Source: an optimization exercise on an open RTL-to-GDS flow (aim: small area and a short achievable clock period). Production flows keep margins and buffers that such runs may drop. The RTL was checked by simulation tests, not by an equivalence proof against the original design. Power figures rest on the tool's default switching activity, not on a simulated workload.

[flow/flow/abc.script]
strash
balance
rewrite
refactor
balance
rewrite -z
balance
strash
dch -f
map -D 2000
topo
buffer -p
upsize 2000
dnsize 2000
stime -p
[flow/flow/post_gp.tcl]
# Upsize registers whose output drives many loads (drive strength only; the
# register cell type stays dfxtp).
set db [ord::get_db]
set big [$db findMaster $::env(FLOW_FF_BIG)]
set n 0
foreach inst [[ord::get_db_block] getInsts] {
  if {[[$inst getMaster] getName] ne "sky130_fd_sc_hd__dfxtp_1"} { continue }
  set q [$inst findITerm Q]
  set net [$q getNet]
  if {$net eq "NULL"} { continue }
  if {[llength [$net getITerms]] > $::env(FLOW_FF_FANOUT)} {
    $inst swapMaster $big
    incr n
  }
}
puts "post_gp: upsized $n registers to $::env(FLOW_FF_BIG)"
[flow/flow/run.sh]
#!/bin/bash
# Own layout flow: the standard ORFS flow (standard.sh) with one change in
# synthesis: Yosys's extract_fa step is skipped and ABC maps the logic with a
# delay-targeted script (flow/abc.script) instead of ORFS's abc_speed script.
# Everything else (register names, flatten, rename, floorplan ... finish) is the
# standard flow, except that the port buffers are $PORT_BUF cells and heavily
# loaded registers are upsized after global placement (flow/post_gp.tcl). Each tool writes its full log under orfs/logs/ as in ORFS;
# this script's own output goes to flow_run.log.
set -euo pipefail
W=$PWD
exec > >(tee -a "$W/flow_run.log") 2>&1

python3 - "$W" <<'PY'
import sys, pathlib
w = pathlib.Path(sys.argv[1])
import os
src = pathlib.Path(os.environ["FLOW_HOME"]) / "scripts" / "synth.tcl"
s = src.read_text()
pre = "source $::env(SCRIPTS_DIR)/synth_preamble.tcl\n"
fa = "  extract_fa {*}[dont_use_extract_fa_args]\n"
assert s.count(pre) == 1 and s.count(fa) == 1, "synth.tcl changed"
s = s.replace(pre, pre + (
    "set abc_args [list -script %s {*}$lib_args {*}$lib_dont_use_args"
    " -constr $::env(OBJECTS_DIR)/abc.constr]\n" % (w / "flow" / "abc.script")))
s = s.replace(fa, "")
(w / "flow_synth_core.tcl").write_text(s)
b = (w / "synth_recipe.tcl").read_text()
line = "source $::env(SCRIPTS_DIR)/synth.tcl"
assert b.count(line) == 1, "synth_recipe.tcl changed"
(w / "flow_synth.tcl").write_text(b.replace(line, "source %s" % (w / "flow_synth_core.tcl")))
t = (w / "standard.sh").read_text()
old = "SYNTH_SCRIPT=%s" % (w / "synth_recipe.tcl")
assert t.count(old) == 1, "standard.sh changed"
(w / "flow_standard.sh").write_text(t.replace(old, "SYNTH_SCRIPT=%s" % (w / "flow_synth.tcl")))
PY

source "$W/flow/knobs.sh"
bash "$W/flow_standard.sh" BUFFER_PORTS_ARGS="-buffer_cell $PORT_BUF" POST_GLOBAL_PLACE_TCL="$W/flow/post_gp.tcl" finish > "$W/flow_make.log" 2>&1 || { tail -40 "$W/flow_make.log"; exit 1; }
tail -5 "$W/flow_make.log"
test -s "$W/out/final.def"
[flow/config.mk]
export PLATFORM = sky130hd
export DESIGN_NAME = mult8_reg
export DESIGN_NICKNAME = mult8_reg
export VERILOG_FILES = /design/flow/design.v
export SDC_FILE = /design/flow/constraint.sdc
export NUM_CORES = 4
export LEC_CHECK = 0
export CAP_MARGIN = 20
export CORE_MARGIN = 2
export CORE_UTILIZATION = 40
export SLEW_MARGIN = 20
[flow/standard.sh]
#!/bin/bash
# synth_recipe.tcl (not shown) runs the flow's synth.tcl, then flattens the netlist and writes it again
# the make line also repeats each setting of config.mk as NAME=value (left out here)
make -C /OpenROAD-flow-scripts/flow DESIGN_CONFIG=/design/flow/config.mk WORK_HOME=/design/flow/orfs CLKGATE_MAP_FILE= SYNTH_SCRIPT=/design/flow/synth_recipe.tcl "${@:-finish}"
[flow/constraint.sdc]
create_clock -name core_clock -period 7.0 [get_ports {clk}]
set_input_delay 1.4000 -clock core_clock [delete_from_list [all_inputs] [get_ports {clk}]]
set_output_delay 1.4000 -clock core_clock [all_outputs]
set_load 0.01 [all_outputs]
[flow/flow/knobs.sh]
PORT_BUF=sky130_fd_sc_hd__buf_4
export FLOW_FF_BIG=sky130_fd_sc_hd__dfxtp_2 FLOW_FF_FANOUT=4
[flow/design.v]
`timescale 1ns / 1ps
module half_adder_beh(
    input x, y,
    output reg s, c
    );
    always @(x, y)
    begin
        s = x ^ y;
        if (x & y)
        begin
            c = 1'b1;
        end 
        else
        begin
            c = 1'b0;
        end
    end
endmodule
`timescale 1ns / 1ps
module fa_structural(
    input x, y, cin,
    output s, cout
    );
    wire s1, a0, a1;
    xor X0 (s1, x, y);
    xor X1 (s , s1, cin);
    and A0 (a0, s1, cin);
    and A1 (a1, x, y);
    or O0 (cout, a0, a1);
endmodule
`timescale 1ns / 1ps
module array_multiplier_8bit(
    input [7:0] a, b,
    output [15:0] z
    );
    wire [55:0] s, c;
    half_adder_beh HA0 (.x(a[1] & b[0]), .y(a[0] & b[1]), .s(s[0]), .c(c[0]));
    half_adder_beh HA1 (.x(a[2] & b[0]), .y(a[1] & b[1]), .s(s[1]), .c(c[1]));
    half_adder_beh HA2 (.x(a[3] & b[0]), .y(a[2] & b[1]), .s(s[2]), .c(c[2]));
    half_adder_beh HA3 (.x(a[4] & b[0]), .y(a[3] & b[1]), .s(s[3]), .c(c[3]));
    half_adder_beh HA4 (.x(a[5] & b[0]), .y(a[4] & b[1]), .s(s[4]), .c(c[4]));
    half_adder_beh HA5 (.x(a[6] & b[0]), .y(a[5] & b[1]), .s(s[5]), .c(c[5]));
    half_adder_beh HA6 (.x(a[7] & b[0]), .y(a[6] & b[1]), .s(s[6]), .c(c[6]));
    half_adder_beh HA7 (.x(s[43]), .y(c[42]), .s(s[49]), .c(c[49]));
    fa_structural FA0 (.x(s[1]), .y(a[0] & b[2]), .cin(c[0]), .s(s[7]), .cout(c[7]));
    fa_structural FA1 (.x(s[2]), .y(a[1] & b[2]), .cin(c[1]), .s(s[8]), .cout(c[8]));
    fa_structural FA2 (.x(s[3]), .y(a[2] & b[2]), .cin(c[2]), .s(s[9]), .cout(c[9]));
    fa_structural FA3 (.x(s[4]), .y(a[3] & b[2]), .cin(c[3]), .s(s[10]), .cout(c[10]));
    fa_structural FA4 (.x(s[5]), .y(a[4] & b[2]), .cin(c[4]), .s(s[11]), .cout(c[11]));
    fa_structural FA5 (.x(s[6]), .y(a[5] & b[2]), .cin(c[5]), .s(s[12]), .cout(c[12]));
    fa_structural FA6 (.x(a[7] & b[1]), .y(a[6] & b[2]), .cin(c[6]), .s(s[13]), .cout(c[13]));
    fa_structural FA7 (.x(s[8]), .y(a[0] & b[3]), .cin(c[7]), .s(s[14]), .cout(c[14]));
    fa_structural FA8 (.x(s[9]), .y(a[1] & b[3]), .cin(c[8]), .s(s[15]), .cout(c[15]));
    fa_structural FA9 (.x(s[10]), .y(a[2] & b[3]), .cin(c[9]), .s(s[16]), .cout(c[16]));
    fa_structural FA10 (.x(s[11]), .y(a[3] & b[3]), .cin(c[10]), .s(s[17]), .cout(c[17]));
    fa_structural FA11 (.x(s[12]), .y(a[4] & b[3]), .cin(c[11]), .s(s[18]), .cout(c[18]));
    fa_structural FA12 (.x(s[13]), .y(a[5] & b[3]), .cin(c[12]), .s(s[19]), .cout(c[19]));
    fa_structural FA13 (.x(a[7] & b[2]), .y(a[6] & b[3]), .cin(c[13]), .s(s[20]), .cout(c[20]));
    fa_structural FA14 (.x(s[15]), .y(a[0] & b[4]), .cin(c[14]), .s(s[21]), .cout(c[21]));
    fa_structural FA15 (.x(s[16]), .y(a[1] & b[4]), .cin(c[15]), .s(s[22]), .cout(c[22]));
    fa_structural FA16 (.x(s[17]), .y(a[2] & b[4]), .cin(c[16]), .s(s[23]), .cout(c[23]));
    fa_structural FA17 (.x(s[18]), .y(a[3] & b[4]), .cin(c[17]), .s(s[24]), .cout(c[24]));
    fa_structural FA18 (.x(s[19]), .y(a[4] & b[4]), .cin(c[18]), .s(s[25]), .cout(c[25]));
    fa_structural FA19 (.x(s[20]), .y(a[5] & b[4]), .cin(c[19]), .s(s[26]), .cout(c[26]));
    fa_structural FA20 (.x(a[7] & b[3]), .y(a[6] & b[4]), .cin(c[20]), .s(s[27]), .cout(c[27]));
    fa_structural FA21 (.x(s[22]), .y(a[0] & b[5]), .cin(c[21]), .s(s[28]), .cout(c[28]));
    fa_structural FA22 (.x(s[23]), .y(a[1] & b[5]), .cin(c[22]), .s(s[29]), .cout(c[29]));
    fa_structural FA23 (.x(s[24]), .y(a[2] & b[5]), .cin(c[23]), .s(s[30]), .cout(c[30]));
    fa_structural FA24 (.x(s[25]), .y(a[3] & b[5]), .cin(c[24]), .s(s[31]), .cout(c[31]));
    fa_structural FA25 (.x(s[26]), .y(a[4] & b[5]), .cin(c[25]), .s(s[32]), .cout(c[32]));
    fa_structural FA26 (.x(s[27]), .y(a[5] & b[5]), .cin(c[26]), .s(s[33]), .cout(c[33]));
    fa_structural FA27 (.x(a[7] & b[4]), .y(a[6] & b[5]), .cin(c[27]), .s(s[34]), .cout(c[34]));
    fa_structural FA28 (.x(s[29]), .y(a[0] & b[6]), .cin(c[28]), .s(s[35]), .cout(c[35]));
    fa_structural FA29 (.x(s[30]), .y(a[1] & b[6]), .cin(c[29]), .s(s[36]), .cout(c[36]));
    fa_structural FA30 (.x(s[31]), .y(a[2] & b[6]), .cin(c[30]), .s(s[37]), .cout(c[37]));
    fa_structural FA31 (.x(s[32]), .y(a[3] & b[6]), .cin(c[31]), .s(s[38]), .cout(c[38]));
    fa_structural FA32 (.x(s[33]), .y(a[4] & b[6]), .cin(c[32]), .s(s[39]), .cout(c[39]));
    fa_structural FA33 (.x(s[34]), .y(a[5] & b[6]), .cin(c[33]), .s(s[40]), .cout(c[40]));
    fa_structural FA34 (.x(a[7] & b[5]), .y(a[6] & b[6]), .cin(c[34]), .s(s[41]), .cout(c[41]));
    fa_structural FA35 (.x(s[36]), .y(a[0] & b[7]), .cin(c[35]), .s(s[42]), .cout(c[42]));
    fa_structural FA36 (.x(s[37]), .y(a[1] & b[7]), .cin(c[36]), .s(s[43]), .cout(c[43]));
    fa_structural FA37 (.x(s[38]), .y(a[2] & b[7]), .cin(c[37]), .s(s[44]), .cout(c[44]));
    fa_structural FA38 (.x(s[39]), .y(a[3] & b[7]), .cin(c[38]), .s(s[45]), .cout(c[45]));
    fa_structural FA39 (.x(s[40]), .y(a[4] & b[7]), .cin(c[39]), .s(s[46]), .cout(c[46]));
    fa_structural FA40 (.x(s[41]), .y(a[5] & b[7]), .cin(c[40]), .s(s[47]), .cout(c[47]));
    fa_structural FA41 (.x(a[7] & b[6]), .y(a[6] & b[7]), .cin(c[41]), .s(s[48]), .cout(c[48]));
    fa_structural FA42 (.x(s[44]), .y(c[49]), .cin(c[43]), .s(s[50]), .cout(c[50]));
    fa_structural FA43 (.x(s[45]), .y(c[50]), .cin(c[44]), .s(s[51]), .cout(c[51]));
    fa_structural FA44 (.x(s[46]), .y(c[51]), .cin(c[45]), .s(s[52]), .cout(c[52]));
    fa_structural FA45 (.x(s[47]), .y(c[52]), .cin(c[46]), .s(s[53]), .cout(c[53]));
    fa_structural FA46 (.x(s[48]), .y(c[53]), .cin(c[47]), .s(s[54]), .cout(c[54]));
    fa_structural FA47 (.x(a[7] & b[7]), .y(c[54]), .cin(c[48]), .s(s[55]), .cout(c[55]));
    assign z[0] = a[0] & b[0];
    assign z[1] = s[0];
    assign z[2] = s[7];
    assign z[3] = s[14];
    assign z[4] = s[21];
    assign z[5] = s[28];
    assign z[6] = s[35];
    assign z[7] = s[42];
    assign z[8] = s[49];
    assign z[9] = s[50];
    assign z[10] = s[51];
    assign z[11] = s[52];
    assign z[12] = s[53];
    assign z[13] = s[54];
    assign z[14] = s[55];
    assign z[15] = c[55];
endmodule
`timescale 1ns / 1ps
module mult8_reg(
    input clk,
    input [7:0] a, b,
    output reg [15:0] z
    );
    reg [7:0] a_q;
    reg [9:1] a3_q;
    reg [3:0] s1_q, s2_q, s3_q;
    wire [9:0] a3 = {2'b00, a} + {1'b0, a, 1'b0};
    integer k;
    always @(posedge clk) begin
        a_q <= a;
        a3_q <= a3[9:1];
        for (k = 0; k < 4; k = k + 1) begin
            s1_q[k] <= b[2*k] & ~b[2*k+1];
            s2_q[k] <= ~b[2*k] & b[2*k+1];
            s3_q[k] <= b[2*k] & b[2*k+1];
        end
    end
    wire r0_0, r0_1, r0_2, r0_3, r0_4, r0_5, r0_6, r0_7, r0_8, r0_9, r1_0, r1_1, r1_2, r1_3, r1_4, r1_5, r1_6, r1_7, r1_8, r1_9, r2_0, r2_1, r2_2, r2_3, r2_4, r2_5, r2_6, r2_7, r2_8, r2_9, r3_0, r3_1, r3_2, r3_3, r3_4, r3_5, r3_6, r3_7, r3_8, r3_9, hs0, hc0, fs0, fc0, fs1, fc1, hs1, hc1, fs2, fc2, fs3, fc3, fs4, fc4, fs5, fc5, fs6, fc6, fs7, fc7, fs8, fc8, hs2, hc2, fs9, fc9, hs3, hc3, fs10, fc10, hs4, hc4;
    assign r0_0 = (s1_q[0] & a_q[0]) | (s3_q[0] & a_q[0]);
    assign r0_1 = (s1_q[0] & a_q[1]) | (s2_q[0] & a_q[0]) | (s3_q[0] & a3_q[1]);
    assign r0_2 = (s1_q[0] & a_q[2]) | (s2_q[0] & a_q[1]) | (s3_q[0] & a3_q[2]);
    assign r0_3 = (s1_q[0] & a_q[3]) | (s2_q[0] & a_q[2]) | (s3_q[0] & a3_q[3]);
    assign r0_4 = (s1_q[0] & a_q[4]) | (s2_q[0] & a_q[3]) | (s3_q[0] & a3_q[4]);
    assign r0_5 = (s1_q[0] & a_q[5]) | (s2_q[0] & a_q[4]) | (s3_q[0] & a3_q[5]);
    assign r0_6 = (s1_q[0] & a_q[6]) | (s2_q[0] & a_q[5]) | (s3_q[0] & a3_q[6]);
    assign r0_7 = (s1_q[0] & a_q[7]) | (s2_q[0] & a_q[6]) | (s3_q[0] & a3_q[7]);
    assign r0_8 = (s2_q[0] & a_q[7]) | (s3_q[0] & a3_q[8]);
    assign r0_9 = (s3_q[0] & a3_q[9]);
    assign r1_0 = (s1_q[1] & a_q[0]) | (s3_q[1] & a_q[0]);
    assign r1_1 = (s1_q[1] & a_q[1]) | (s2_q[1] & a_q[0]) | (s3_q[1] & a3_q[1]);
    assign r1_2 = (s1_q[1] & a_q[2]) | (s2_q[1] & a_q[1]) | (s3_q[1] & a3_q[2]);
    assign r1_3 = (s1_q[1] & a_q[3]) | (s2_q[1] & a_q[2]) | (s3_q[1] & a3_q[3]);
    assign r1_4 = (s1_q[1] & a_q[4]) | (s2_q[1] & a_q[3]) | (s3_q[1] & a3_q[4]);
    assign r1_5 = (s1_q[1] & a_q[5]) | (s2_q[1] & a_q[4]) | (s3_q[1] & a3_q[5]);
    assign r1_6 = (s1_q[1] & a_q[6]) | (s2_q[1] & a_q[5]) | (s3_q[1] & a3_q[6]);
    assign r1_7 = (s1_q[1] & a_q[7]) | (s2_q[1] & a_q[6]) | (s3_q[1] & a3_q[7]);
    assign r1_8 = (s2_q[1] & a_q[7]) | (s3_q[1] & a3_q[8]);
    assign r1_9 = (s3_q[1] & a3_q[9]);
    assign r2_0 = (s1_q[2] & a_q[0]) | (s3_q[2] & a_q[0]);
    assign r2_1 = (s1_q[2] & a_q[1]) | (s2_q[2] & a_q[0]) | (s3_q[2] & a3_q[1]);
    assign r2_2 = (s1_q[2] & a_q[2]) | (s2_q[2] & a_q[1]) | (s3_q[2] & a3_q[2]);
    assign r2_3 = (s1_q[2] & a_q[3]) | (s2_q[2] & a_q[2]) | (s3_q[2] & a3_q[3]);
    assign r2_4 = (s1_q[2] & a_q[4]) | (s2_q[2] & a_q[3]) | (s3_q[2] & a3_q[4]);
    assign r2_5 = (s1_q[2] & a_q[5]) | (s2_q[2] & a_q[4]) | (s3_q[2] & a3_q[5]);
    assign r2_6 = (s1_q[2] & a_q[6]) | (s2_q[2] & a_q[5]) | (s3_q[2] & a3_q[6]);
    assign r2_7 = (s1_q[2] & a_q[7]) | (s2_q[2] & a_q[6]) | (s3_q[2] & a3_q[7]);
    assign r2_8 = (s2_q[2] & a_q[7]) | (s3_q[2] & a3_q[8]);
    assign r2_9 = (s3_q[2] & a3_q[9]);
    assign r3_0 = (s1_q[3] & a_q[0]) | (s3_q[3] & a_q[0]);
    assign r3_1 = (s1_q[3] & a_q[1]) | (s2_q[3] & a_q[0]) | (s3_q[3] & a3_q[1]);
    assign r3_2 = (s1_q[3] & a_q[2]) | (s2_q[3] & a_q[1]) | (s3_q[3] & a3_q[2]);
    assign r3_3 = (s1_q[3] & a_q[3]) | (s2_q[3] & a_q[2]) | (s3_q[3] & a3_q[3]);
    assign r3_4 = (s1_q[3] & a_q[4]) | (s2_q[3] & a_q[3]) | (s3_q[3] & a3_q[4]);
    assign r3_5 = (s1_q[3] & a_q[5]) | (s2_q[3] & a_q[4]) | (s3_q[3] & a3_q[5]);
    assign r3_6 = (s1_q[3] & a_q[6]) | (s2_q[3] & a_q[5]) | (s3_q[3] & a3_q[6]);
    assign r3_7 = (s1_q[3] & a_q[7]) | (s2_q[3] & a_q[6]) | (s3_q[3] & a3_q[7]);
    assign r3_8 = (s2_q[3] & a_q[7]) | (s3_q[3] & a3_q[8]);
    assign r3_9 = (s3_q[3] & a3_q[9]);
    assign hs0 = r0_4 ^ r1_2;
    assign hc0 = r0_4 & r1_2;
    assign fs0 = r0_5 ^ r1_3 ^ r2_1;
    assign fc0 = (r0_5 & r1_3) | (r2_1 & (r0_5 ^ r1_3));
    assign fs1 = r0_6 ^ r1_4 ^ r2_2;
    assign fc1 = (r0_6 & r1_4) | (r2_2 & (r0_6 ^ r1_4));
    assign hs1 = r3_0 ^ fc0;
    assign hc1 = r3_0 & fc0;
    assign fs2 = r0_7 ^ r1_5 ^ r2_3;
    assign fc2 = (r0_7 & r1_5) | (r2_3 & (r0_7 ^ r1_5));
    assign fs3 = r3_1 ^ fc1 ^ fs2;
    assign fc3 = (r3_1 & fc1) | (fs2 & (r3_1 ^ fc1));
    assign fs4 = r0_8 ^ r1_6 ^ r2_4;
    assign fc4 = (r0_8 & r1_6) | (r2_4 & (r0_8 ^ r1_6));
    assign fs5 = r3_2 ^ fc2 ^ fs4;
    assign fc5 = (r3_2 & fc2) | (fs4 & (r3_2 ^ fc2));
    assign fs6 = r0_9 ^ r1_7 ^ r2_5;
    assign fc6 = (r0_9 & r1_7) | (r2_5 & (r0_9 ^ r1_7));
    assign fs7 = r3_3 ^ fc4 ^ fs6;
    assign fc7 = (r3_3 & fc4) | (fs6 & (r3_3 ^ fc4));
    assign fs8 = r1_8 ^ r2_6 ^ r3_4;
    assign fc8 = (r1_8 & r2_6) | (r3_4 & (r1_8 ^ r2_6));
    assign hs2 = fc6 ^ fs8;
    assign hc2 = fc6 & fs8;
    assign fs9 = r1_9 ^ r2_7 ^ r3_5;
    assign fc9 = (r1_9 & r2_7) | (r3_5 & (r1_9 ^ r2_7));
    assign hs3 = fc8 ^ fs9;
    assign hc3 = fc8 & fs9;
    assign fs10 = r2_8 ^ r3_6 ^ fc9;
    assign fc10 = (r2_8 & r3_6) | (fc9 & (r2_8 ^ r3_6));
    assign hs4 = r2_9 ^ r3_7;
    assign hc4 = r2_9 & r3_7;
    wire [15:0] row0 = {r3_9, r3_8, hs4, hc3, hc2, hs2, fc5, fc3, hc1, fs1, hc0, r2_0, r0_3, r0_2, r0_1, r0_0};
    wire [15:0] row1 = {1'b0, hc4, fc10, fs10, hs3, fc7, fs7, fs5, fs3, hs1, fs0, hs0, r1_1, r1_0, 1'b0, 1'b0};
    always @(posedge clk)
        z <= row0 + row1;
endmodule
==> results of run 1 <==
power breakdown:
group	internal (mW)	leakage (nW)	switching [mW]	total, mW
registers	0.309	0.381	0.0290	0.338
clock network	0.0705	0.0374	0.0947	0.165
logic	0.162	1.02	0.198	0.361
total	0.542	1.44	0.322	0.864
critical path: stages, from the launching register on:
cell	delay [ns]
dfxtp_2	0.36
inv_1	0.18
nor2_1	0.06
a221oi_1	0.43
o21ai_2	0.14
xnor2_1	0.18
or2_1	0.16
nand2_1	0.08
or2_1	0.25
nand2_1	0.11
nor2_1	0.05
nand2_1	0.07
nand3_2	0.11
nand3_1	0.09
nand2_1	0.06
xnor2_1	0.12
metal layers:
| metal | vias to the layer above | global-route usage [%] | wire length (µm) |
|---|---|---|---|
| met5 | - | 0 | 0 |
| met4 | 0 | 6.78 | 205 |
| met3 | 20 | 3.66 | 342 |
| met2 | 82 | 27.6 | 2530 |
| met1 | 1045 | 21.8 | 2770 |
| li1 | 1269 | - | - |
sequential cells by signal, indices dropped and copies added (netlist names):
register and cells:
a_q 8, z 16, s1_q 4, s3_q 4, s2_q 4, a3_q 9
worst paths after layout:
path                    from            end  slack (ns)  cells past startpoint
max          s3_q[2]$_DFF_P_  z[14]$_DFF_P_        4.44                     15
min          a3_q[1]$_DFF_P_   z[1]$_DFF_P_        0.53                      2
max reg2reg  s3_q[2]$_DFF_P_  z[14]$_DFF_P_        4.44                     15
min reg2reg  a3_q[1]$_DFF_P_   z[1]$_DFF_P_        0.53                      2
logic make-up (layout without fill, tap and decap cells):
family                     after synthesis  in the layout
DFF                                     45             45
AOI/OAI and AO/OA                       83             83
xor gates and xnor gates                44             44
buffers and inverters                   48             87
and+or+nand+nor                        141            141
adders and majority gates                3              3
stage by stage:
step / util (%) / std cells / power (mW)
after floorplan: - / 364 / 0.600
after global placement: 46.8 / 472 / 0.699
after detailed placement: 47.3 / 472 / 0.707
after CTS: 48.6 / 480 / 0.871
after global routing: 48.6 / 480 / 0.931
final: 48.6 / 480 / 0.864
layout by cell type (no fill, tap or decap), types with 5 or more instances in the layout:
master,count
nand3_1,8
xor2_1,23
o21ai_2,7
dfxtp_2,25
a22oi_1,26
nand2_1,69
nor2_1,45
xnor2_1,21
dfxtp_1,20
buf_4,32
a21oi_1,11
o21ai_0,17
o21ai_1,8
inv_1,44
clkbuf_8,5
area by class of cell:
class | instances | area, µm² | share of cell area, %
clock buffer | 6 | 72.6 | 2.32
sequential | 45 | 932 | 29.8
inverter | 47 | 176 | 5.65
tap | 77 | 96.3 | 3.08
clock inverter | 2 | 15.0 | 0.481
timing repair buffer | 32 | 240 | 7.69
multi-input combinational | 271 | 1590 | 50.9
==> metrics.md, run 1 <==
| Metric | Value |
|---|---|
| Critical Path End Type | `register` |
| DRT Pass-1 Iters | `7` |
| CTS tree | `built` |
| Num CTS Buffers | `5` |
| Starting Density | `41.7%` |
| Period utilization | `36.6%` |
| Minimum clock period | `2.56 ns` |
| Syn Std Cell Area | `2680 µm²` |
| Vias per cell | `5.03` |
| PnR worst setup slack | `4.44 ns` |
| GRT Util Overall | `16.9%` |
| Most frequent cell after synthesis | `nand2_1` |
| EDFF count, synth | `0` |
| I/O pin total | `33` |
| Leak | `1.44 nW` |
| Post-Synth Adder-Cell Area | `1.17%` |
| # fillers | `663` |
| Antenna-violating nets left | `0` |
| Slew @ Worst Pin | `0.519 ns` |
| Final Hold Fails | `0` |
| Global-route wire length before repair | `9.94 mm` |
| CTS resizes | `0` |
| #FFs+latches synth | `45` |
| Diodes inserted | `0` |
| Slew Limit Fails | `0` |
| Congestion Overflow GR | `0` |
| Fraction of registers with async set/reset | `0%` |
| Total negative slack | `0 ns` |
| Main flop type after synthesis | `dfxtp_1` |
| Max IR drop VDD | `0.0849 mV` |
| Setup bufs post-CTS | `0` |
| Syn_area_per_cell | `7.36 µm²` |
| Max H-tree Level | `2` |
| Post-Synth XOR/XNOR Area | `14.4%` |
| Mapped Cells | `364` |
| Post-synthesis mux area share | `0%` |
| Number of global-route vias before repair | `2227` |
| Simple-gate area share of the yosys netlist | `22.7%` |
| WL final | `5.84 mm` |
| Final setup viols | `0` |
| Clock root buffer | `clkbuf_8` |
| Highest clock rate | `0.390 GHz` |
| Clk slew on worst S/H paths | `0.08 ns` |
| Outcome | `timing/DRC/antenna clean` |
| Initial antenna violation count | `0` |
| Total die area | `7370 µm²` |
| Share of layout cells above drive strength 1 | `22.6%` |
| Synth unique cells | `37` |
| CTS sink cnt | `45` |
| Place WS | `4.11 ns` |
| Fin area | `3120 µm²` |
| Compound-gate portion of the synthesized area | `21.1%` |
| Synth top area cells | `dfxtp_1 (34%), nand2_1 (9.7%), xor2_1 (7.5%)` |
| # rows | `29` |
| Critical Path AT | `2.76 ns` |
| Area growth syn-to-layout | `16.6%` |
| Hold WS | `0.532 ns` |
| Clock latency (worst-skew pair) | `0.31 ns` |
| Clock skew | `0.0142 ns` |
| Routed vias | `2416` |
| Yosys top cell area share | `33.6%` |
| DRC Markers | `0` |
| Wirelength per Cell | `12.2 µm` |
| Largest net degree at the start of global routing | `15` |
| Buffers added on ports | `32` |
| Worst EP required | `7.19 ns` |
| Crit Path Class | `register to register` |
| Detailed Place HPWL | `4.67 mm` |
| CTS Buffer Depth | `2` |
| Rel. slew slack | `65.4%` |
| Max-capacitance violation count | `0` |
| Power Density | `276 nW/µm²` |
| Sequential area share after synthesis | `33.6%` |
| Die Width | `85.9 µm` |
| Die height | `85.9 µm` |
| Placed Area | `3040 µm²` |
| Number of synthesis warnings | `1` |
| Synth cell count leaders | `nand2_1 (69), dfxtp_1 (45), nor2_1 (45), inv_1 (44), a22oi_1 (26)` |
| Synthesized Nets | `381` |
| Cts hold-fix bufs | `0` |
| Worst-path maximum fanout | `6` |
| Synth area leader | `dfxtp_1` |
| Critical path startpoint category | `register` |
| Drt first-iter violations | `151` |
| RSZ-0062 raised after global routing | `false` |
| Worst hold path type | `register to register` |
| Core box area | `6420 µm²` |
| Main combinational cell family by area after synthesis | `simple AND/OR/NAND/NOR gates` |
| Post-layout nets | `419` |
==> run 2, diff against run 1 <==
==> flow/flow/abc.script (replaced) <==
strash
dch -f
map -D 1800
topo
buffer -p
upsize 1800
dnsize 1800
stime -p
==> metrics.md, run 2 <==
| Metric | Value |
|---|---|
| Highest clock rate | `0.370 GHz` |
| Critical path startpoint category | `register` |
| Critical-path cell list | `inv_1 > nor2_1 > a221oi_1 > o21ai_0 > nand2_1 > xor2_1 > or2_1 > nand2_1 > nand2_1 > inv_1 > nor2_1 > nand4_1 > inv_1 > nand4_1 > o211ai_1 > nand2_1 > nand2_1` |
| Yosys top cell area share | `31.5%` |
| Worst EP required | `7.24 ns` |
| Global-route wire length before repair | `11.3 mm` |
| Sequential area share after synthesis | `31.5%` |
| Worst path buffer plus inverter count | `3` |
| CTS resizes | `0` |
| Max H-tree Level | `2` |
| Largest register FFs | `16` |
| CP max-delay cell | `a221oi_1` |
| Largest regs | `z x16, a3_q x9, a_q x8` |
| Synth cell count leaders | `nand2_1 (79), nor2_1 (59), inv_1 (50), dfxtp_1 (45)` |
| GRT Util Overall | `18.3%` |
| CTS tree | `built` |
| Antenna-violating nets left | `0` |
| Setup bufs post-CTS | `0` |
| Placed Area | `3230 µm²` |
| Vias per cell | `4.92` |
| Initial antenna violation count | `0` |
| Sw power | `0.363 mW` |
| Clock root buffer | `clkbuf_8` |
| Routed vias | `2663` |
| Power Density | `275 nW/µm²` |
| Post-Synth XOR/XNOR Area | `11.6%` |
| Detailed Place HPWL | `5.50 mm` |
| Synthesized Nets | `424` |
| Die height | `88.5 µm` |
| Clock skew | `0.0119 ns` |
| Clock latency (worst-skew pair) | `0.30 ns` |
| RSZ-0062 raised after global routing | `false` |
| Worst hold path type | `register to register` |
| Critical path's largest stage delay | `0.37 ns` |
| Top reg by flops | `z` |
| Starting Density | `41.6%` |
| Main flop type after synthesis | `dfxtp_1` |
| Congestion Overflow GR | `0` |
| Fin area | `3320 µm²` |
| Final setup viols | `0` |
| DRC Markers | `0` |
| Area growth syn-to-layout | `16.2%` |
| # fillers | `722` |
| #FFs+latches synth | `45` |
| Share of layout cells above drive strength 1 | `21.8%` |
| DRT Pass-1 Iters | `4` |
| Most common cell after layout, fill and taps aside | `nand2_1` |
| Fraction of registers with async set/reset | `0%` |
| CTS Buffer Depth | `2` |
| Worst-path maximum fanout | `6` |
| I/O pin total | `33` |
| Slew Limit Fails | `0` |
| Compound-gate portion of the synthesized area | `20.3%` |
| Post-layout nets | `461` |
| # rows | `30` |
| Die Width | `88.5 µm` |
| Syn Std Cell Area | `2860 µm²` |
| Largest net degree at the start of global routing | `15` |
| P_int | `0.551 mW` |
| WL final | `6.76 mm` |
| Buffers added on ports | `32` |
| Sequential power share | `36.9%` |
| Clock power frac | `17.9%` |
| Leak | `1.55 nW` |
| Synth area leader | `dfxtp_1` |
| Post-synthesis mux area share | `0%` |
| CP top delay family | `simple AND/OR/NAND/NOR gates` |
| Core box area | `6870 µm²` |
| Simple-gate area share of the yosys netlist | `27.7%` |
| Rel. slew slack | `68.6%` |
| CTS sink cnt | `45` |
| Logic pwr share | `45.1%` |
| Critical Path End Type | `register` |
| Final Hold Fails | `0` |
| Total die area | `7830 µm²` |
| EDFF count, synth | `0` |
| Syn_area_per_cell | `7.02 µm²` |
| Synth unique cells | `43` |
| Sw Share | `39.7%` |
| Most frequent cell after synthesis | `nand2_1` |
| Outcome | `timing/DRC/antenna clean` |
| Minimum clock period | `2.70 ns` |
| Clk slew on worst S/H paths | `0.10 ns` |
| Most frequent cells in the layout | `nand2_1 (79), nor2_1 (59), inv_1 (50)` |
| Crit Path Class | `register to register` |
| Num CTS Buffers | `5` |
| Number of synthesis warnings | `1` |
| Max-capacitance violation count | `0` |
| Diodes inserted | `0` |
| Critical Path AT | `2.94 ns` |
| Period utilization | `38.6%` |
| Wirelength per Cell | `12.5 µm` |
| Most frequent cell on the critical path | `nand2_1` |
| Post-Synth Adder-Cell Area | `1.10%` |
| Number of global-route vias before repair | `2503` |
| Slew @ Worst Pin | `0.466 ns` |
| Max IR drop VDD | `0.0969 mV` |
| Mapped Cells | `407` |
| Synth top area cells | `dfxtp_1 (32%), nand2_1 (10%), nor2_1 (7.8%)` |
| Drt first-iter violations | `120` |
| Total negative slack | `0 ns` |
| Main combinational cell family by area after synthesis | `simple AND/OR/NAND/NOR gates` |
| Cts hold-fix bufs | `0` |
run 2: through the flow:
stage	cells	worst slack (ns)	hold WS (ns)	total power, mW	utilization (%)
final	541	4.30	0.550	0.914	48.3
after floorplan	407	4.49	0.495	0.636	-
after global placement	533	4.25	0.579	0.748	46.6
after global routing	541	4.13	0.589	0.985	48.3
after CTS	541	4.31	0.551	0.920	48.3
after detailed placement	533	4.18	0.536	0.755	47.0
run 2: logic make-up after synthesis:
| group | count (synthesis) |
|---|---|
| xor+xnor | 36 |
| simple gates | 179 |
| flops | 45 |
| buf+inv | 56 |
| compound gates | 88 |
| fa+ha+maj | 3 |
run 2: final cells by class:
class / instances / area, µm² / area share (%)
clock inverter: 2 / 15.0 / 0.452
inverter: 54 / 203 / 6.11
tap: 96 / 120 / 3.62
timing repair buffer: 32 / 240 / 7.24
multi-input combinational: 306 / 1730 / 52.3
sequential: 45 / 933 / 28.1
clock buffer: 6 / 72.6 / 2.19
run 2: worst reg2reg max path, delay by kind of cell, from the launching register on:
family                 cells  cell delay (ns)
XOR/XNOR                   1             0.18
flip-flops                 1             0.35
buffers and inverters      3             0.30
AO/OA/AOI/OAI              3             0.75
AND/OR/NAND/NOR           10             1.07
run 2: worst paths after layout:
kind              endpoint  slack, ns       startpoint  depth (start not counted)
max          z[14]$_DFF_P_       4.30   a_q[6]$_DFF_P_                         17
min           z[1]$_DFF_P_       0.55  a3_q[1]$_DFF_P_                          2
max reg2reg  z[14]$_DFF_P_       4.30   a_q[6]$_DFF_P_                         17
min reg2reg   z[1]$_DFF_P_       0.55  a3_q[1]$_DFF_P_                          2
run 2: metal layers:
layer	global-route usage [%]	share of wire, %
met4	5.37	1.6
met3	3.26	3.9
met1	22.8	45
met2	32.3	49
met5	0	0
run 2: power by group through the flow:
stage | registers [mW] | logic [mW] | clock network [mW]
after global routing | 0.344 | 0.461 | 0.180
after floorplan | 0.351 | 0.285 | 0
after global placement | 0.341 | 0.407 | 0
after CTS | 0.337 | 0.412 | 0.171
final | 0.337 | 0.412 | 0.164
after detailed placement | 0.343 | 0.412 | 0
==> run 3, diff against run 2 <==
==> flow/flow/abc.script (replaced) <==
strash
dch -f
map -D 2300
topo
buffer -p
upsize 2300
dnsize 2300
stime -p
==> metrics.md, run 3 <==
| Metric | Value |
|---|---|
| Mapped Cells | `363` |
| DRC Markers | `0` |
| Layout Cells excl Fill | `479` |
| Largest register FFs | `16` |
| Clock skew | `0.0112 ns` |
| Leak | `1.47 nW` |
| Most common cell after layout, fill and taps aside | `nor2_1` |
| Area growth syn-to-layout | `17.6%` |
| Total die area | `7370 µm²` |
| Detailed Place HPWL | `4.69 mm` |
| Starting Density | `41.7%` |
| Core box area | `6420 µm²` |
| Number of synthesis warnings | `1` |
| Global-route wire length before repair | `9.89 mm` |
| Buffers added on ports | `32` |
| CTS tree | `built` |
| Vias per cell | `5.02` |
| Die Width | `85.9 µm` |
| Syn_area_per_cell | `7.38 µm²` |
| Share of layout cells above drive strength 1 | `23.9%` |
| Max-capacitance violation count | `0` |
| Crit Path Class | `register to register` |
| Critical path startpoint category | `register` |
| CP max-delay cell | `dfxtp_1` |
| Most frequent cell after synthesis | `nor2_1` |
| Total negative slack | `0 ns` |
| Diodes inserted | `0` |
| Max IR drop VDD | `0.0910 mV` |
| Outcome | `timing/DRC/antenna clean` |
| Worst hold path type | `register to register` |
| Post-layout nets | `418` |
| Num CTS Buffers | `5` |
| Total power | `0.887 mW` |
| Routed vias | `2404` |
| Critical Path AT | `2.96 ns` |
| Final Hold Fails | `0` |
| Antenna-violating nets left | `0` |
| Worst path buffer plus inverter count | `2` |
| # rows | `29` |
| Congestion Overflow GR | `0` |
| Most frequent cells in the layout | `nor2_1 (58), inv_1 (54), nand2_1 (50)` |
| I/O pin total | `33` |
| Synth area leader | `dfxtp_1` |
| Die height | `85.9 µm` |
| Setup bufs post-CTS | `0` |
| # fillers | `646` |
| Syn Std Cell Area | `2680 µm²` |
| Top reg by flops | `z` |
| Slew @ Worst Pin | `0.468 ns` |
| Highest clock rate | `0.362 GHz` |
| Rel. slew slack | `68.8%` |
| Largest net degree at the start of global routing | `16` |
| Clock latency (worst-skew pair) | `0.31 ns` |
| RSZ-0062 raised after global routing | `false` |
| #FFs+latches synth | `45` |
| Worst-path maximum fanout | `6` |
| Synth cell count leaders | `nor2_1 (58), inv_1 (54), nand2_1 (50), dfxtp_1 (45), xor2_1 (27)` |
| WL final | `5.95 mm` |
| Wirelength per Cell | `12.4 µm` |
| Clk slew on worst S/H paths | `0.09 ns` |
| GRT Util Overall | `16.9%` |
| Fraction of registers with async set/reset | `0%` |
| Sequential area share after synthesis | `33.6%` |
| Initial antenna violation count | `0` |
| Yosys top cell area share | `33.6%` |
| Minimum clock period | `2.76 ns` |
| EDFF count, synth | `0` |
| Critical Path End Type | `register` |
| Number of global-route vias before repair | `2176` |
| Main flop type after synthesis | `dfxtp_1` |
| Critical path's largest stage delay | `0.40 ns` |
| CTS Buffer Depth | `2` |
| Synth top area cells | `dfxtp_1 (34%), xor2_1 (8.8%), nor2_1 (8.1%)` |
| Clock root buffer | `clkbuf_8` |
| Drt first-iter violations | `225` |
| Max H-tree Level | `2` |
| Critical-path cell list | `inv_1 > o21ai_0 > inv_1 > or2_4 > and3_4 > nor2_2 > a21o_2 > nand2_1 > o21ai_2 > nand2_2 > nand2_2 > nand2_1 > o221ai_2 > a31oi_2 > nor4_2 > nor3_2 > xor2_1` |
| DRT Pass-1 Iters | `8` |
| Largest regs | `z x16, a3_q x9, a_q x8` |
| CTS sink cnt | `45` |
| Synth unique cells | `40` |
| Slew Limit Fails | `0` |
| Placed cells | `471` |
| Final setup viols | `0` |
| Worst EP required | `7.19 ns` |
| Synthesized Nets | `380` |
| CP top delay family | `simple AND/OR/NAND/NOR gates` |
| Period utilization | `39.5%` |
| CTS resizes | `0` |
| Cts hold-fix bufs | `0` |
| Power Density | `282 nW/µm²` |
==> run 3: power breakdown <==
group | total [mW] | switching [mW] | internal [mW]
Clock | 0.201 | 0.0940 | 0.107
Sequential | 0.337 | 0.0277 | 0.309
Combinational | 0.350 | 0.194 | 0.156
Total | 0.887 | 0.315 | 0.572
==> run 3: kinds of logic after synthesis <==
family | synth area share, %
flops | 33.6
simple gates | 20.8
compound gates | 21.2
xor+xnor | 14.3
fa+ha+maj | 1.21
buf+inv | 8.82
==> run 3: per-layer routing <==
layer	wire length [µm]	GRT usage, %	vias up	share of wire (%)
li1	-	-	1253	-
met1	2750	21.9	1012	46
met2	2580	27.1	115	43
met3	422	3.75	24	7.1
met4	205	6.93	0	3.4
met5	0	0	-	0
==> run 3: final timing paths <==
path	from	end	slack, ns	cells after the start
worst max-delay path	s2_q[1]$_DFF_P_	z[15]$_DFF_P_	4.24	17
worst min-delay path	a3_q[9]$_DFF_P_	z[15]$_DFF_P_	0.54	2
worst max register to register	s2_q[1]$_DFF_P_	z[15]$_DFF_P_	4.24	17
worst min register to register	a3_q[9]$_DFF_P_	z[15]$_DFF_P_	0.54	2
==> run 3: tightest hold or removal path, stage by stage (launching register included) <==
cell and delay (ns):
dfxtp_1 0.34, nand2_1 0.09, xor2_1 0.06
==> run 3: layout make-up <==
class	instances	area [µm²]	area share, %
clock inverters	3	46.3	1.47
repair buffers	32	240	7.63
clock buffers	5	68.8	2.18
flip-flops and latches	45	931	29.5
inverters	60	225	7.15
well taps	77	96.3	3.06
multi-input cells	257	1540	49.0
==> run 3: metrics by stage <==
stage	instance area, µm²	utilization (%)	hold slack (ns)	setup WS (ns)
5_1_grt	3150	49.1	0.566	3.95
3_5_place_dp	3040	47.3	0.528	4.14
4_1_cts	3150	49.1	0.534	4.23
6_report	3150	49.1	0.538	4.24
2_1_floorplan	2680	-	0.478	4.49
3_3_place_gp	3010	46.8	0.535	4.19
==> run 4, diff against run 3 <==
==> flow/flow/abc.script (replaced) <==
strash
dch -f
map -D 2000
topo
buffer -p
upsize 2000
dnsize 2000
stime -p
==> flow/flow/knobs.sh (replaced) <==
PORT_BUF=sky130_fd_sc_hd__buf_4
export FLOW_FF_BIG=sky130_fd_sc_hd__dfxtp_2 FLOW_FF_FANOUT=4
export FLOW_FF_HUGE=sky130_fd_sc_hd__dfxtp_4 FLOW_FF_HUGE_FANOUT=8
--- a/flow/flow/post_gp.tcl
+++ b/flow/flow/post_gp.tcl
@@ -8,7 +8,11 @@
   set q [$inst findITerm Q]
   set net [$q getNet]
   if {$net eq "NULL"} { continue }
-  if {[llength [$net getITerms]] > $::env(FLOW_FF_FANOUT)} {
+  set fo [llength [$net getITerms]]
+  if {[info exists ::env(FLOW_FF_HUGE_FANOUT)] && $fo > $::env(FLOW_FF_HUGE_FANOUT)} {
+    $inst swapMaster [$db findMaster $::env(FLOW_FF_HUGE)]
+    incr n
+  } elseif {$fo > $::env(FLOW_FF_FANOUT)} {
     $inst swapMaster $big
     incr n
   }
==> metrics.md, run 4 <==
| Metric | Value |
|---|---|
| Die height | `86.2 µm` |
| Final Hold Fails | `0` |
| Placed Area | `3060 µm²` |
| Total die area | `7430 µm²` |
| Sequential area share after synthesis | `33.3%` |
| Final setup viols | `0` |
| CTS Buffer Depth | `2` |
| Setup bufs post-CTS | `0` |
| Syn_area_per_cell | `7.49 µm²` |
| Clk slew on worst S/H paths | `0.09 ns` |
| Most frequent cell after synthesis | `nand2_1` |
| Synth area leader | `dfxtp_1` |
| CTS sink cnt | `45` |
| PnR worst setup slack | `4.51 ns` |
| GRT busiest layer | `met2` |
| Worst-path maximum fanout | `5` |
| Global-route wire length before repair | `10.2 mm` |
| Cts hold-fix bufs | `0` |
| Share of layout cells above drive strength 1 | `25.8%` |
| Highest clock rate | `0.402 GHz` |
| Number of synthesis warnings | `1` |
| Max IR drop VDD | `0.0945 mV` |
| Post-layout nets | `415` |
| Critical path startpoint category | `register` |
| Slew @ Worst Pin | `0.507 ns` |
| Period utilization | `35.5%` |
| Clock root buffer | `clkbuf_8` |
| Core box area | `6460 µm²` |
| Initial antenna violation count | `0` |
| # rows | `29` |
| Yosys top cell area share | `33.3%` |
| M3 GR Usage | `2.95%` |
| Main flop type after synthesis | `dfxtp_1` |
| Layout Cells excl Fill | `476` |
| Sw power | `0.319 mW` |
| Logic pwr share | `38.5%` |
| Worst EP required | `7.19 ns` |
| CTS resizes | `0` |
| Synth cell count leaders | `nand2_1 (58), nor2_1 (49), dfxtp_1 (45), inv_1 (41), a22oi_1 (24)` |
| Die Width | `86.2 µm` |
| Max H-tree Level | `2` |
| Sequential power share | `36.1%` |
| Synthesized Nets | `378` |
| Most common cell after layout, fill and taps aside | `nand2_1` |
| Detailed Place HPWL | `4.69 mm` |
| Routed vias | `2406` |
| DRT Pass-1 Iters | `5` |
| DRC Markers | `0` |
| Buffers added on ports | `32` |
| Synth top area cells | `dfxtp_1 (33%), nand2_1 (8.1%), xor2_1 (7.5%)` |
| EDFF count, synth | `0` |
| Wirelength per Cell | `12.2 µm` |
| Clock power frac | `25.4%` |
| Leak | `1.48 nW` |
| P_int | `0.614 mW` |
| Max-capacitance violation count | `0` |
| Fin area | `3200 µm²` |
| Top reg by flops | `z` |
| Met2 Usage GRT | `28.2%` |
| Slew Limit Fails | `0` |
| #FFs+latches synth | `45` |
| Critical Path AT | `2.68 ns` |
| Crit Path Class | `register to register` |
| Minimum clock period | `2.49 ns` |
| Diodes inserted | `0` |
| Most frequent cells in the layout | `nand2_1 (58), nor2_1 (49), inv_1 (41)` |
| Synth unique cells | `43` |
| Place WS | `4.22 ns` |
| Syn Std Cell Area | `2700 µm²` |
| Rel. slew slack | `65.8%` |
| Outcome | `timing/DRC/antenna clean` |
| CTS tree | `built` |
| Worst hold path type | `register to register` |
| I/O pin total | `33` |
| Vias per cell | `5.05` |
| Total power | `0.933 mW` |
| Largest regs | `z x16, a3_q x9, a_q x8` |
| Drt first-iter violations | `160` |
| Num CTS Buffers | `5` |
| Placed cells | `468` |
| Congestion Overflow GR | `0` |
| Starting Density | `41.8%` |
| Mapped Cells | `361` |
| GRT Util Overall | `16.9%` |
| RSZ-0062 raised after global routing | `false` |
| Antenna-violating nets left | `0` |
| Area growth syn-to-layout | `18.3%` |
| Clock latency (worst-skew pair) | `0.30 ns` |
| Clock skew | `0.0122 ns` |
| Largest net degree at the start of global routing | `16` |
| Power Density | `292 nW/µm²` |
| Total negative slack | `0 ns` |
| Largest register FFs | `16` |
| Number of global-route vias before repair | `2280` |
| Sw Share | `34.2%` |
| Fraction of registers with async set/reset | `0%` |
| Critical Path End Type | `register` |
| WL final | `5.81 mm` |
| Met1 Usage GRT | `22.1%` |
run 4: cell types whose count changed in the layout (fill, tap and decap cells not counted), sizes merged, moves of 4 or more:
cell | before | now
inv | 59 | 50
nand2 | 53 | 65
nand3 | 3 | 10
nor2 | 60 | 52
o21ai | 29 | 23
xnor2 | 16 | 20
xor2 | 27 | 23
run 4: cell families (layout without fill, tap and decap cells):
| kind of cell | Yosys count | after routing | share of synthesized area, % |
|---|---|---|---|
| AND/OR/NAND/NOR | 137 | 137 | 21.7 |
| flip-flops | 45 | 45 | 33.3 |
| buffers and inverters | 51 | 89 | 7.64 |
| AO/OA/AOI/OAI | 81 | 81 | 21.0 |
| adder cells (fa/ha/maj) | 4 | 4 | 1.62 |
| XOR/XNOR | 43 | 43 | 14.8 |
run 4: worst max-delay path, cell delays in order (launching register included):
cell and delay (ns):
dfxtp_2 0.35, inv_1 0.12, nor2_1 0.07, a221oi_2 0.25
a21o_2 0.17, nand2_2 0.06, o21ai_2 0.14, xnor2_1 0.10
o21a_1 0.21, or2_4 0.24, nand2_1 0.07, inv_2 0.07
nand2_2 0.06, nand2_2 0.05, a31oi_4 0.21, o21ai_2 0.08
xor2_1 0.13
run 4: power groups by stage:
stage | clock (mW) | sequential, mW | combinational (mW)
2_1_floorplan | 0 | 0.351 | 0.250
3_3_place_gp | 0 | 0.341 | 0.356
3_5_place_dp | 0 | 0.343 | 0.362
4_1_cts | 0.241 | 0.337 | 0.363
5_1_grt | 0.254 | 0.342 | 0.405
6_report | 0.237 | 0.337 | 0.359
run 4: routing by layer:
layer | vias to the layer above | part of all wire (%)
met5 | - | 0
met4 | 0 | 1.7
met3 | 8 | 6.1
met2 | 83 | 47
met1 | 1064 | 46
li1 | 1251 | -
run 4: path summary, 6_finish.rpt:
check / from / endpoint / slack, ns / depth (start not counted)
worst min-delay path: a3_q[1]$_DFF_P_ / z[1]$_DFF_P_ / 0.54 / 2
worst min register to register: a3_q[1]$_DFF_P_ / z[1]$_DFF_P_ / 0.54 / 2
worst max register to register: a_q[5]$_DFF_P_ / z[15]$_DFF_P_ / 4.51 / 16
worst max-delay path: a_q[5]$_DFF_P_ / z[15]$_DFF_P_ / 4.51 / 16
run 4: through the flow:
stage                     hold slack (ns)  utilization (%)
final                               0.543             49.5
after global routing                0.590             49.5
after CTS                           0.543             49.5
after detailed placement            0.535             47.4
after global placement              0.591             46.7
after floorplan                     0.493                -
run 4: area by class of cell:
type	count	area [µm²]
clock buffer	5	68.8
sequential	45	945
fill	644	3260
clock inverter	3	68.8
inverter	49	184
timing repair buffer	32	240
multi-input combinational	265	1600
tap	77	96.3
==> run 5, diff against run 4 <==
==> flow/flow/knobs.sh (replaced) <==
PORT_BUF=sky130_fd_sc_hd__buf_4
export FLOW_FF_BIG=sky130_fd_sc_hd__dfxtp_2 FLOW_FF_FANOUT=4
export FLOW_RT_MARGIN=4.8 FLOW_RT_TNS=10 FLOW_RT_SEQ="sizeup,swap,buffer"
==> flow/flow/post_gp.tcl (replaced) <==
# Upsize registers whose output drives many loads (drive strength only; the
# register cell type stays dfxtp).
set db [ord::get_db]
set big [$db findMaster $::env(FLOW_FF_BIG)]
set n 0
foreach inst [[ord::get_db_block] getInsts] {
  if {[[$inst getMaster] getName] ne "sky130_fd_sc_hd__dfxtp_1"} { continue }
  set q [$inst findITerm Q]
  set net [$q getNet]
  if {$net eq "NULL"} { continue }
  if {[llength [$net getITerms]] > $::env(FLOW_FF_FANOUT)} {
    $inst swapMaster $big
    incr n
  }
}
puts "post_gp: upsized $n registers to $::env(FLOW_FF_BIG)"

# Optional: upsize gates on the worst paths only (no buffers), towards a
# tighter internal target than the design's clock.
if {[info exists ::env(FLOW_RT_MARGIN)] && $::env(FLOW_RT_MARGIN) > 0} {
  estimate_parasitics -placement
  repair_timing -setup -setup_margin $::env(FLOW_RT_MARGIN) -repair_tns $::env(FLOW_RT_TNS) \
    -sequence $::env(FLOW_RT_SEQ) -skip_last_gasp
  report_worst_slack
}
==> metrics.md, run 5 <==
| Metric | Value |
|---|---|
| Total power | `0.942 mW` |
| Critical path's largest stage delay | `0.37 ns` |
| Slew @ Worst Pin | `0.490 ns` |
| CP startpoint | `s2_q[0]$_DFF_P_` |
| Highest clock rate | `0.401 GHz` |
| Post-layout util | `50.6%` |
| Worst-path maximum fanout | `6` |
| Mapped Cells | `361` |
| Slew Limit Fails | `0` |
| Synth cell count leaders | `nand2_1 (58), nor2_1 (49), dfxtp_1 (45), inv_1 (41), a22oi_1 (24)` |
| Area growth syn-to-layout | `20.9%` |
| Critical Path End Type | `register` |
| CTS Buffer Depth | `2` |
| Total die area | `7430 µm²` |
| Worst hold path type | `register to register` |
| RSZ-0062 raised after global routing | `false` |
| Final setup viols | `0` |
| #FFs+latches synth | `45` |
| Largest regs | `z x16, a3_q x9, a_q x8` |
| DRC Markers | `0` |
| CP top delay family | `simple AND/OR/NAND/NOR gates` |
| Share of layout cells above drive strength 1 | `29.0%` |
| Worst path buffer plus inverter count | `1` |
| Initial antenna violation count | `0` |
| Most frequent cell after synthesis | `nand2_1` |
| Placed Area | `3130 µm²` |
| WL final | `5.95 mm` |
| Clock latency (worst-skew pair) | `0.31 ns` |
| Die Width | `86.2 µm` |
| Congestion Overflow GR | `0` |
| Critical Path AT | `2.73 ns` |
| Top reg by flops | `z` |
| Period utilization | `35.6%` |
| Hold WS | `0.549 ns` |
| Sequential area share after synthesis | `33.3%` |
| I/O pin total | `33` |
| Main flop type after synthesis | `dfxtp_1` |
| # rows | `29` |
| Crit Path Class | `register to register` |
| Number of synthesis warnings | `1` |
| GRT Util Overall | `17.0%` |
| Critical-path cell list | `inv_1 > nor2_1 > a221oi_1 > nor2_1 > maj3_2 > a21o_1 > nand2_1 > nand2_2 > nand2_1 > nand2_2 > nand2_1 > nand2_1 > nand3_1 > nand2_2 > a31oi_1 > xor2_1` |
| Synth area leader | `dfxtp_1` |
| Power Density | `288 nW/µm²` |
| Minimum clock period | `2.49 ns` |
| Routed vias | `2434` |
| Rel. slew slack | `67.0%` |
| Hold_sp | `a3_q[1]$_DFF_P_` |
| CTS sink cnt | `45` |
| Final Hold Fails | `0` |
| Worst EP required | `7.24 ns` |
| Outcome | `timing/DRC/antenna clean` |
| Clk slew on worst S/H paths | `0.10 ns` |
| Num CTS Buffers | `5` |
| Largest register FFs | `16` |
| Total negative slack | `0 ns` |
| CTS tree | `built` |
| Setup bufs post-CTS | `0` |
| Clock skew | `0.0114 ns` |
| Synth unique cells | `43` |
| CTS resizes | `0` |
| Syn_area_per_cell | `7.49 µm²` |
| Cts hold-fix bufs | `0` |
| Yosys top cell area share | `33.3%` |
| Max IR drop VDD | `0.0957 mV` |
| Max-capacitance violation count | `0` |
| Starting Density | `41.8%` |
| Fraction of registers with async set/reset | `0%` |
| Global-route wire length before repair | `10.2 mm` |
| Diodes inserted | `0` |
| Core box area | `6460 µm²` |
| Die height | `86.2 µm` |
| Leak | `1.50 nW` |
| Most frequent cell on the critical path | `nand2_1` |
| Fin area | `3270 µm²` |
| Reg-to-Reg Start | `s2_q[0]$_DFF_P_` |
| Wirelength per Cell | `12.4 µm` |
| Critical path startpoint category | `register` |
| Number of global-route vias before repair | `2302` |
| Drt first-iter violations | `131` |
| Detailed Place HPWL | `4.82 mm` |
| Syn Std Cell Area | `2700 µm²` |
| Post-layout nets | `419` |
| Buffers added on ports | `32` |
| Antenna-violating nets left | `0` |
| Largest net degree at the start of global routing | `16` |
| Max H-tree Level | `2` |
| CP max-delay cell | `dfxtp_2` |
| Synth top area cells | `dfxtp_1 (33%), nand2_1 (8.1%), xor2_1 (7.5%)` |
| DRT Pass-1 Iters | `4` |
| EDFF count, synth | `0` |
| Most frequent cells in the layout | `nand2_1 (57), nor2_1 (44), inv_1 (39)` |
| Vias per cell | `5.07` |
| Clock root buffer | `clkbuf_8` |
| Synthesized Nets | `378` |
| Most common cell after layout, fill and taps aside | `nand2_1` |
-- run 5: cell counts after synthesis --
Identical to the previous run, type by type.
-- run 5: where the power goes --
| part | total, mW | leakage, nW | internal [mW] | switching [mW] |
|---|---|---|---|---|
| sequential | 0.338 | 0.381 | 0.309 | 0.0291 |
| combinational | 0.366 | 1.05 | 0.166 | 0.200 |
| clock | 0.238 | 0.0687 | 0.144 | 0.0942 |
| total | 0.942 | 1.50 | 0.619 | 0.323 |
-- run 5: path summary, 6_finish.rpt --
| kind | depth (start not counted) | endpoint | slack [ns] |
|---|---|---|---|
| worst max-delay path | 16 | z[12]$_DFF_P_ | 4.51 |
| worst min-delay path | 2 | z[1]$_DFF_P_ | 0.55 |
| worst max register to register | 16 | z[12]$_DFF_P_ | 4.51 |
| worst min register to register | 2 | z[1]$_DFF_P_ | 0.55 |
-- run 5: layout make-up --
cell class,instances,area (µm²)
Clock buffer,5,68.8
Fill cell,645,3190
Sequential cell,45,935
Tap cell,77,96.3
Inverter,49,189
Clock inverter,3,68.8
Timing Repair Buffer,36,278
Multi-Input combinational cell,265,1630
-- run 5: worst min-delay path, delay by kind of cell, from the launching register on --
| family | cells | cell delay, ns |
|---|---|---|
| AOI/OAI and AO/OA | 2 | 0.15 |
| DFF | 1 | 0.37 |
-- run 5: cell families after synthesis --
logic type	Yosys count	share of synthesized area, %
AO/OA/AOI/OAI	81	21.0
XOR/XNOR	43	14.8
adder cells (fa/ha/maj)	4	1.62
buffers and inverters	51	7.64
flip-flops	45	33.3
AND/OR/NAND/NOR	137	21.7
-- run 5: metrics by stage --
| stage | setup slack [ns] | std cells |
|---|---|---|
| after global placement | 4.28 | 468 |
| after detailed placement | 4.34 | 472 |
| final | 4.51 | 480 |
| after floorplan | 4.49 | 361 |
| after global routing | 4.25 | 480 |
| after CTS | 4.48 | 480 |
-- run 5: metal layers --
metal  GRT usage (%)  vias up  wire [µm]
met3            3.43       11        347
met2            28.9       80       2760
li1                -     1261          -
met4            5.54        0        125
met1            21.6     1082       2730
met5               0        -          0
==> run 6, diff against run 5 <==
==> flow/flow/knobs.sh (replaced) <==
PORT_BUF=sky130_fd_sc_hd__buf_4
export FLOW_FF_BIG=sky130_fd_sc_hd__dfxtp_2 FLOW_FF_FANOUT=4
export FLOW_RT_MARGIN=4.8 FLOW_RT_TNS=0 FLOW_RT_SEQ="sizeup,swap"
==> metrics.md, run 6 <==
| Metric | Value |
|---|---|
| Outcome | `timing/DRC/antenna clean` |
| Antenna-violating nets left | `0` |
| Core box area | `6460 µm²` |
| Multi-input gate area | `1610 µm²` |
| CTS resizes | `0` |
| RSZ-0062 raised after global routing | `false` |
| Syn_area_per_cell | `7.49 µm²` |
| Synth area leader | `dfxtp_1` |
| # fillers | `651` |
| Max-capacitance violation count | `0` |
| Initial antenna violation count | `0` |
| Slew @ Worst Pin | `0.511 ns` |
| Post-layout util | `49.6%` |
| DRC Markers | `0` |
| Syn Std Cell Area | `2700 µm²` |
| Clock skew | `0.0146 ns` |
| Hold WS | `0.539 ns` |
| Main flop type after synthesis | `dfxtp_1` |
| Critical path startpoint category | `register` |
| Total power | `0.937 mW` |
| Most common cell after layout, fill and taps aside | `nand2_1` |
| Total die area | `7430 µm²` |
| GRT Util Overall | `17.1%` |
| Minimum clock period | `2.52 ns` |
| CTS sink cnt | `45` |
| Most frequent cells in the layout | `nand2_1 (58), nor2_1 (46), inv_1 (41)` |
| Register area | `935 µm²` |
| Num CTS Buffers | `5` |
| #FFs+latches synth | `45` |
| Buffers added on ports | `32` |
| Synth unique cells | `43` |
| Mapped Cells | `361` |
| Synth cell count leaders | `nand2_1 (58), nor2_1 (49), dfxtp_1 (45), inv_1 (41), a22oi_1 (24)` |
| Die Width | `86.2 µm` |
| Number of synthesis warnings | `1` |
| Routed vias | `2410` |
| Slew Limit Fails | `0` |
| Clock root buffer | `clkbuf_8` |
| Global-route wire length before repair | `10.2 mm` |
| Largest regs | `z x16, a3_q x9, a_q x8` |
| Power Density | `293 nW/µm²` |
| # rows | `29` |
| Yosys top cell area share | `33.3%` |
| Clk slew on worst S/H paths | `0.10 ns` |
| Number of global-route vias before repair | `2292` |
| Period utilization | `36.0%` |
| Fraction of registers with async set/reset | `0%` |
| EDFF count, synth | `0` |
| Detailed Place HPWL | `4.74 mm` |
| Critical Path AT | `2.72 ns` |
| Area growth syn-to-layout | `18.6%` |
| Synth top area cells | `dfxtp_1 (33%), nand2_1 (8.1%), xor2_1 (7.5%)` |
| Critical Path End Type | `register` |
| Cts hold-fix bufs | `0` |
| Max IR drop VDD | `0.108 mV` |
| Max H-tree Level | `2` |
| Final setup viols | `0` |
| Rel. slew slack | `65.6%` |
| Drt first-iter violations | `113` |
| Sequential area share after synthesis | `33.3%` |
| Top reg by flops | `z` |
| Largest net degree at the start of global routing | `16` |
| WL final | `5.88 mm` |
| Diodes inserted | `0` |
| Synthesized Nets | `378` |
| CTS Buffer Depth | `2` |
| Crit Path Class | `register to register` |
| Most frequent cell on the critical path | `nand2_2` |
| Vias per cell | `5.06` |
| Critical path's largest stage delay | `0.35 ns` |
| Highest clock rate | `0.396 GHz` |
| Worst hold path type | `register to register` |
| Worst EP required | `7.20 ns` |
| Critical-path cell list | `inv_1 > nor2_1 > a221oi_2 > a21o_2 > nand2_2 > o21ai_2 > xnor2_1 > o21a_1 > or2_4 > nand2_1 > inv_2 > nand2_2 > nand2_2 > a31oi_4 > o21ai_2 > xor2_1` |
| Starting Density | `41.8%` |
| Post-layout nets | `415` |
| CTS tree | `built` |
| Die height | `86.2 µm` |
| Largest register FFs | `16` |
| Congestion Overflow GR | `0` |
| Clock latency (worst-skew pair) | `0.31 ns` |
| Final Hold Fails | `0` |
| Leak | `1.48 nW` |
| Setup bufs post-CTS | `0` |
| I/O pin total | `33` |
| Share of layout cells above drive strength 1 | `27.1%` |
| Total negative slack | `0 ns` |
| Worst-path maximum fanout | `5` |
| DRT Pass-1 Iters | `4` |
| Wirelength per Cell | `12.3 µm` |
| CP max-delay cell | `dfxtp_2` |
| Most frequent cell after synthesis | `nand2_1` |
[run 6: where the power goes]
part | internal [mW] | switching, mW
clock | 0.144 | 0.0950
sequential | 0.309 | 0.0290
combinational | 0.163 | 0.198
[run 6: final cells by class]
type,count,area share [%]
clock buffers,5,2.15
clock inverters,3,2.15
inverters,49,5.74
multi-input cells,265,50.3
flip-flops and latches,45,29.2
well taps,77,3.01
repair buffers,32,7.50
[run 6: routing by layer]
metal	global-route usage, %	vias to the layer above	share of wire, %
li1	-	1255	-
met1	22.5	1067	46
met2	28.1	79	47
met3	2.95	9	5.1
met4	6.39	0	2.0
met5	0	-	0
[run 6: logic make-up (layout without fill, tap and decap cells)]
family	after synthesis	in the layout	synth area share, %
adders and majority gates	4	4	1.62
AOI/OAI and AO/OA	81	81	21.0
buffers and inverters	51	89	7.64
xor gates and xnor gates	43	43	14.8
and+or+nand+nor	137	137	21.7
DFF	45	45	33.3
[run 6: metrics by stage]
step / cell area (µm²) / setup WS [ns] / std cells
final: 3200 / 4.48 / 476
after global routing: 3200 / 4.23 / 476
after CTS: 3200 / 4.48 / 476
after detailed placement: 3070 / 4.37 / 468
after global placement: 3020 / 4.28 / 468
after floorplan: 2700 / 4.49 / 361
[run 6: path summary, 6_finish.rpt]
kind,start,to,slack (ns),cells after the start
max,a_q[5]$_DFF_P_,z[15]$_DFF_P_,4.48,16
min,a3_q[1]$_DFF_P_,z[1]$_DFF_P_,0.54,2
max reg2reg,a_q[5]$_DFF_P_,z[15]$_DFF_P_,4.48,16
min reg2reg,a3_q[1]$_DFF_P_,z[1]$_DFF_P_,0.54,2
[run 6: worst max-delay path, delay by kind of cell (launching register included)]
kind            cells  cell delay [ns]
compound gates      6             1.07
simple gates        6             0.56
buf+inv             2             0.19
xor+xnor            2             0.23
flops               1             0.35

==> what the ideal ports hide <==
The flow's constraints put no driver on any port. The routed layouts listed below were extracted and timed again, unchanged, in two steps.
Step 1 sets driving cells, clkbuf_16 on the clock port and buf_2 on the other inputs (assumed; they add their load-dependent delay and slew).
Step 2 adds t to the input delays and takes it off the output delays; t is the mean of the earliest and latest rising clock arrival at the registers after step 1. Input paths then give back, and output paths get back, about the clock's delay inside the block.
Three values: ideal ports, drivers, drivers and shift; two values: the first two.
| run | shift t [ns] | setup slack, ns | hold WS [ns] | worst register clock-pin slew, ns | pins driven straight from the clock port |
|---|---|---|---|---|---|
| run 1 | 0.335 | 4.438 / 4.438 / 4.127 | 0.532 / 0.532 / 0.532 | 0.10 / 0.10 | 1 |
| run 2 | 0.324 | 4.301 / 4.301 / 4.200 | 0.550 / 0.550 / 0.550 | 0.10 / 0.10 | 1 |
| run 3 | 0.334 | 4.237 / 4.237 / 4.158 | 0.538 / 0.538 / 0.538 | 0.10 / 0.10 | 1 |
| run 4 | 0.326 | 4.512 / 4.512 / 4.195 | 0.543 / 0.543 / 0.543 | 0.09 / 0.09 | 1 |
| run 5 | 0.335 | 4.507 / 4.507 / 4.303 | 0.549 / 0.549 / 0.549 | 0.10 / 0.10 | 1 |
| run 6 | 0.336 | 4.477 / 4.477 / 4.353 | 0.539 / 0.539 / 0.539 | 0.10 / 0.10 | 1 |
After both steps setup and hold are still met in every run listed. For run 4, which loses most, drivers alone change the setup slack by 0.000 ns; drivers and shift together by -0.317 ns.
